This is an optimization exercise on Yosys and OpenROAD, whose aim is small area, not a production implementation.
Function was checked by simulation only, so behaviour that the tests miss may differ from the original.

## flow/design.v (module list and top-level ports; edited modules follow where they fit)
// module cordic_pipeline: 1531 lines
// module cordic_fa: 4 lines
module cordic_pipeline(
    input  wire         clk,
    input  wire         rst,
    input  wire         valid_in,
    input  wire  signed [15:0] x_in,
    input  wire  signed [15:0] y_in,
    output reg   signed [15:0] magnitude,
    output reg          valid
);
  // ...
==> flow/flow/run.sh <==
#!/bin/bash
set -euo pipefail
CTS="-sink_clustering_enable -repair_clock_nets -dont_use_dummy_load"
CTS="$CTS -buf_list sky130_fd_sc_hd__clkbuf_4 -sink_clustering_size 10 -sink_clustering_max_diameter 40"
bash standard.sh "CTS_ARGS=$CTS" "BUFFER_PORTS_ARGS=-buffer_cell sky130_fd_sc_hd__buf_1" RECOVER_POWER=100 finish > flow_make.log 2>&1
==> flow/standard.sh <==
#!/bin/bash
# synth_recipe.tcl (not shown) runs the flow's synth.tcl, then flattens the netlist and writes it again
# the make line also repeats each setting of config.mk as NAME=value (left out here)
make -C /OpenROAD-flow-scripts/flow DESIGN_CONFIG=/design/flow/config.mk WORK_HOME=/design/flow/orfs CLKGATE_MAP_FILE= SYNTH_SCRIPT=/design/flow/synth_recipe.tcl "${@:-finish}"
==> flow/config.mk <==
export PLATFORM = sky130hd
export DESIGN_NAME = cordic_pipeline
export DESIGN_NICKNAME = cordic_pipeline
export VERILOG_FILES = /design/flow/design.v
export SDC_FILE = /design/flow/constraint.sdc
export NUM_CORES = 4
export LEC_CHECK = 0
export ABC_AREA = 1
export CAP_MARGIN = 20
export CORE_MARGIN = 2
export CORE_UTILIZATION = 60
export CTS_BUF_LIST = sky130_fd_sc_hd__clkbuf_8
export CTS_CLUSTER_DIAMETER = 60
export CTS_CLUSTER_SIZE = 20
export PLACE_DENSITY = 0.7
export SLEW_MARGIN = 20
export SYNTH_HIERARCHICAL = 1
export SYNTH_MINIMUM_KEEP_SIZE = 0
==> flow/constraint.sdc <==
create_clock -name core_clock -period 5.0 [get_ports {clk}]
set_input_delay 1.0000 -clock core_clock [delete_from_list [all_inputs] [get_ports {clk}]]
set_output_delay 1.0000 -clock core_clock [all_outputs]
set_load 0.01 [all_outputs]
==> results.toml, run 1 <==
[placed_design]
dp.cells = 2562
placed_area_mm2 = 0.02277
pre_cts_ws_ns = 0.2423

[critical_path]
required_ns = 5.60
path_depth = 14
worst_path_max_delay_cell = "fa_1"
startpoint = "rx5[6]"

[yosys]
netlist_instances = 2063
yosysMostFrequentCell = "dfxtp_1"
synth_top_cells_by_count = "dfxtp_1, xor2_1, inv_1, nand2_1, fa_1"
async_flop_share_pct = 0
synth_top_family_by_area = "adder cells"

[clock_network]
cts.repair.resized = 1
ctsHoldBuffers = 0

[route]
wl_per_cell_um = 13.79
top_layer = "met4"

[die]
fp.dieH_um = 196.1
coreArea_mm2 = 0.03652

[global_route]
grtUsageMet3_pct = 3.215
grt_max_degree = 17

[cells_and_area]
fin_util_pct = 63.50
syn2layout_area_growth_pct = 4.717
multi_input_area_share_pct = 53.75
regArea_mm2 = 0.008592
seq_cells = 429

[hold_path]
min_path_cells = 2

[run_status]
outcome = "finished clean"
==> inputs of run 2 (changes only) <==
--- a/flow/design.v
+++ b/flow/design.v
@@ -1516,20 +1516,22 @@
     genvar gj;
     generate for (gj = 1; gj < 15; gj = gj + 1) begin : g_ones
         assign ones15[gj] = &x14[gj:1];
     end endgenerate
     wire [14:0] xn15h = x14[15:1] ^ ({15{e15}} & ones15);
     wire [15:0] xn15 = {xn15h, 1'b0};
     reg [12:0] vp;
     always @(posedge clk) begin
-        if (rst) vp <= 13'd0;
-        else     vp <= {vp[11:0], valid_in};
-    end
-    always @(*) begin
-        magnitude = {xn15[15], xn15[15:1]};
-        valid = vp[12];
+        magnitude <= {xn15[15], xn15[15:1]};
+        if (rst) begin
+            vp <= 13'd0;
+            valid <= 1'b0;
+        end else begin
+            vp <= {vp[11:0], valid_in};
+            valid <= vp[12];
+        end
     end
 endmodule
 module cordic_fa(input wire a, input wire b, input wire c, output wire s, output wire co);
     assign s  = a ^ b ^ c;
     assign co = (a & b) | (c & (a ^ b));
 endmodule
==> flow/flow/run.sh (replaced) <==
#!/bin/bash
set -euo pipefail
CTS="-sink_clustering_enable -repair_clock_nets -dont_use_dummy_load"
CTS="$CTS -buf_list sky130_fd_sc_hd__clkbuf_8 -sink_clustering_size 20 -sink_clustering_max_diameter 60"
bash standard.sh "CTS_ARGS=$CTS" "BUFFER_PORTS_ARGS=-buffer_cell sky130_fd_sc_hd__buf_1" RECOVER_POWER=100 finish > flow_make.log 2>&1
==> run 2 against run 1 <==
Global-route usage decreased by 0.69 points. Core utilization increased by 0.61 points. Wire length decreased by 0.59%. Register-to-register slack got worse by 0.03 ns. Count of clock-buffer cells in the layout decreased by 20. Critical path depth unchanged. Critical path type unchanged. Largest cell class unchanged. Highest routed layer unchanged.
==> results.toml, run 2 <==
[run_status]
outcome = "finished clean"

[placed_design]
hpwlAfterDp_mm = 29.76
port_buffers = 51
pre_cts_ws_ns = 0.2526
gp_congestion = 0.8408

[die]
start_util_pct = 61.26
die_w_um = 197.8
die_area_mm2 = 0.03912
fp.dieH_um = 197.8
rows = 70
coreArea_mm2 = 0.03679
io_pins = 52

[yosys]
synth-edff-count = 0
ys_top_cells_by_area = "dfxtp_1, fa_1, xor2_1"
async_flop_share_pct = 0
synth_top_cells_by_count = "dfxtp_1, xor2_1, inv_1, fa_1, nand2_1"
netlist_instances = 2083
synth_nets = 2499
ys_ff_latch = 445
synth.top_cell.area_share_pct = 39.53
yosysMostFrequentCell = "dfxtp_1"
synth_ff_type = "dfxtp_1"
yosys_warnings = 7
synth_top_cell_by_area = "dfxtp_1"
synth.cell_area_mm2 = 0.02254
synth-seq-area-share_pct = 39.53
syn_area_per_cell_um2 = 10.82
ys_types = 39

[critical_path]
crit_family = "adder cells"
cp-start-kind = "flip-flop"
arrival_ns = 5.17
rrSetupSlack_ns = 0.24
slowest_delay_ns = 0.44
worst_path_max_delay_cell = "fa_1"
end_kind = "flip-flop"
critical_path.max_fanout = 16
crit_top_cell = "fa_1"
crit_type = "reg2reg"
path_cells = "ha_1 > fa_1 > fa_1 > fa_1 > fa_1 > fa_1 > fa_1 > fa_1 > fa_1 > nand3_1 > nand3_1 > nand2_1 > nand2_2 > xor2_1"
required_ns = 5.41
cp_num_buf_inv = 0

[route]
dr_total_vias = 13090
drc_errors = 0
drt_iter0_drc = 439
routed_wl_mm = 35.89
vias_per_cell = 5.000
wl_per_cell_um = 13.71
dr.pass1.iters = 5
ant_nets = 0

[timing]
maxSlewHeadroom_pct = 36.32
fin_hold_ws_ns = 0.4050
finalHoldViolCount = 0
worstMarginPinSlew_ns = 0.9552
fmax_ghz = 0.2100
maxSlewViolCount = 0
tns_ns = 0
finClkSkew_ns = 0.05994
grt_setup_unrepaired = "no"
worst_slack_ns = 0.2374
setup_viol = 0
timing.final.crit_share_pct = 95.25
final.min_clock_period_ns = 4.763

[cells_and_area]
fillers = 2944
final_cell_mix = "dfxtp_1, xor2_1, inv_1"
drive_gt1_share_pct = 3.304
diodes = 0
nNetsFinal = 2567
fin_util_pct = 64.11
syn2layout_area_growth_pct = 4.653
layout_commonest_cell = "dfxtp_1"

[clock_network]
ctsHoldBuffers = 0
clk_pin_slew_ns = 0.10
cts.repair.resized = 0
clock-sinks = 445
h-tree-depth = 2
clock_path_buffers = 3
cts_buffers = 34
post_cts_buffers = 0
cts_tree = "yes"
cts_root_buf = "clkbuf_8"
clk_latency_ns = 0.57

[global_route]
grt_use_total_pct = 19.74
antenna_found_initial = 0
grt-ovfl-total = 0
grt_max_degree = 21
grt_pass1_wl_mm = 62.59
grt_pass1_vias = 13780

[hold_path]
hold_class = "reg2reg"

[flow_run]
maxCapViolations = 0
## run 2: cell count changes after synthesis, sizes merged
cell / change
nor3: -1
nor2: +3
nand2: -1
o21bai: +1
dfxtp: +16
inv: +3
nand3: -1
## run 2: kinds of logic after synthesis
logic type	Yosys count	synth area share, %
and+or+nand+nor	460	9.350
DFF	445	39.53
adders and majority gates	381	28.32
xor gates and xnor gates	358	13.91
buffers and inverters	274	5.008
AOI/OAI and AO/OA	164	3.831
muxes	1	0.04997
## run 2: Yosys stat by module, one instance, submodules excluded
module	copies in the design	cells inside	cell area [um^2]	flip-flops and latches
cordic_pipeline	1	1906	18990	445
cordic_fa	177	1	20.02	0
## run 2: tightest hold or removal path: cells and delay by family (launching register included)
kind / cells / cell delay (ns)
DFF: 1 / 0.30
buffers and inverters: 1 / 0.04
and+or+nand+nor: 1 / 0.03
## run 2: metal layers
| metal | share of wire, % | vias to the layer above | track usage, % |
|---|---|---|---|
| met2 | 54 | 128 | 38.73 |
| met1 | 40 | 6284 | 22.10 |
| li1 | - | 6613 | - |
| met3 | 2.5 | 60 | 2.470 |
| met4 | 2.7 | 0 | 5.904 |
| met5 | 0 | - | 0 |
## run 2: final cells by class
class | instances | area [um^2] | share of cell area (%)
Clock buffer | 34 | 467.9 | 1.984
Tap cell | 468 | 585.6 | 2.483
Sequential cell | 445 | 8909 | 37.77
Inverter | 252 | 945.9 | 4.011
Multi-Input combinational cell | 1364 | 12470 | 52.87
Timing Repair Buffer | 54 | 207.7 | 0.8807
## run 2: worst paths after layout
path / start / endpoint / cells after the start
setup / recovery: rx6[7] / ru7[13] / 14
hold / removal: vp[6] / vp[7] / 2
setup reg to reg: rx6[7] / ru7[13] / 14
hold reg to reg: vp[6] / vp[7] / 2
## run 2: per-stage QoR
step / instances / instance area [um^2]
CTS: 2617 / 23630
floorplan: 2083 / 22540
finish: 2617 / 23580
global placement: 2583 / 23160
detailed placement: 2583 / 23160
global route: 2617 / 23580

## static timing again, ports no longer ideal
How much do the figures lean on ideal ports? The routed layouts below were timed once more, with nothing changed but the port constraints. Step 1 (the two cells are an assumption about what drives the block):
set clk [get_ports {clk}]
set_driving_cell -lib_cell sky130_fd_sc_hd__clkbuf_16 $clk
set_driving_cell -lib_cell sky130_fd_sc_hd__buf_2 [delete_from_list [all_inputs] $clk]
Step 2 adds t to the input delays and takes it off the output delays; t is the mean of the earliest and latest rising clock arrival at the registers after step 1. Input paths then give back, and output paths get back, about the clock's delay inside the block. a / b / c = ideal / step 1 / step 2; a / b = the first two.
| run | t (ns) | setup WS [ns] | worst setup path after step 2 | latest minus earliest clock arrival (ns) |
|---|---|---|---|---|
| run 1 | 0.785 | 0.265 / 0.249 / 0.094 | input to register | 0.062 / 0.061 |
| run 2 | 0.582 | 0.237 / 0.237 / 0.086 | input to register | 0.061 / 0.061 |
After both steps every run listed still meets setup and hold. For run 1, which loses most, drivers alone change the setup slack by -0.016 ns; drivers and shift together by -0.171 ns.
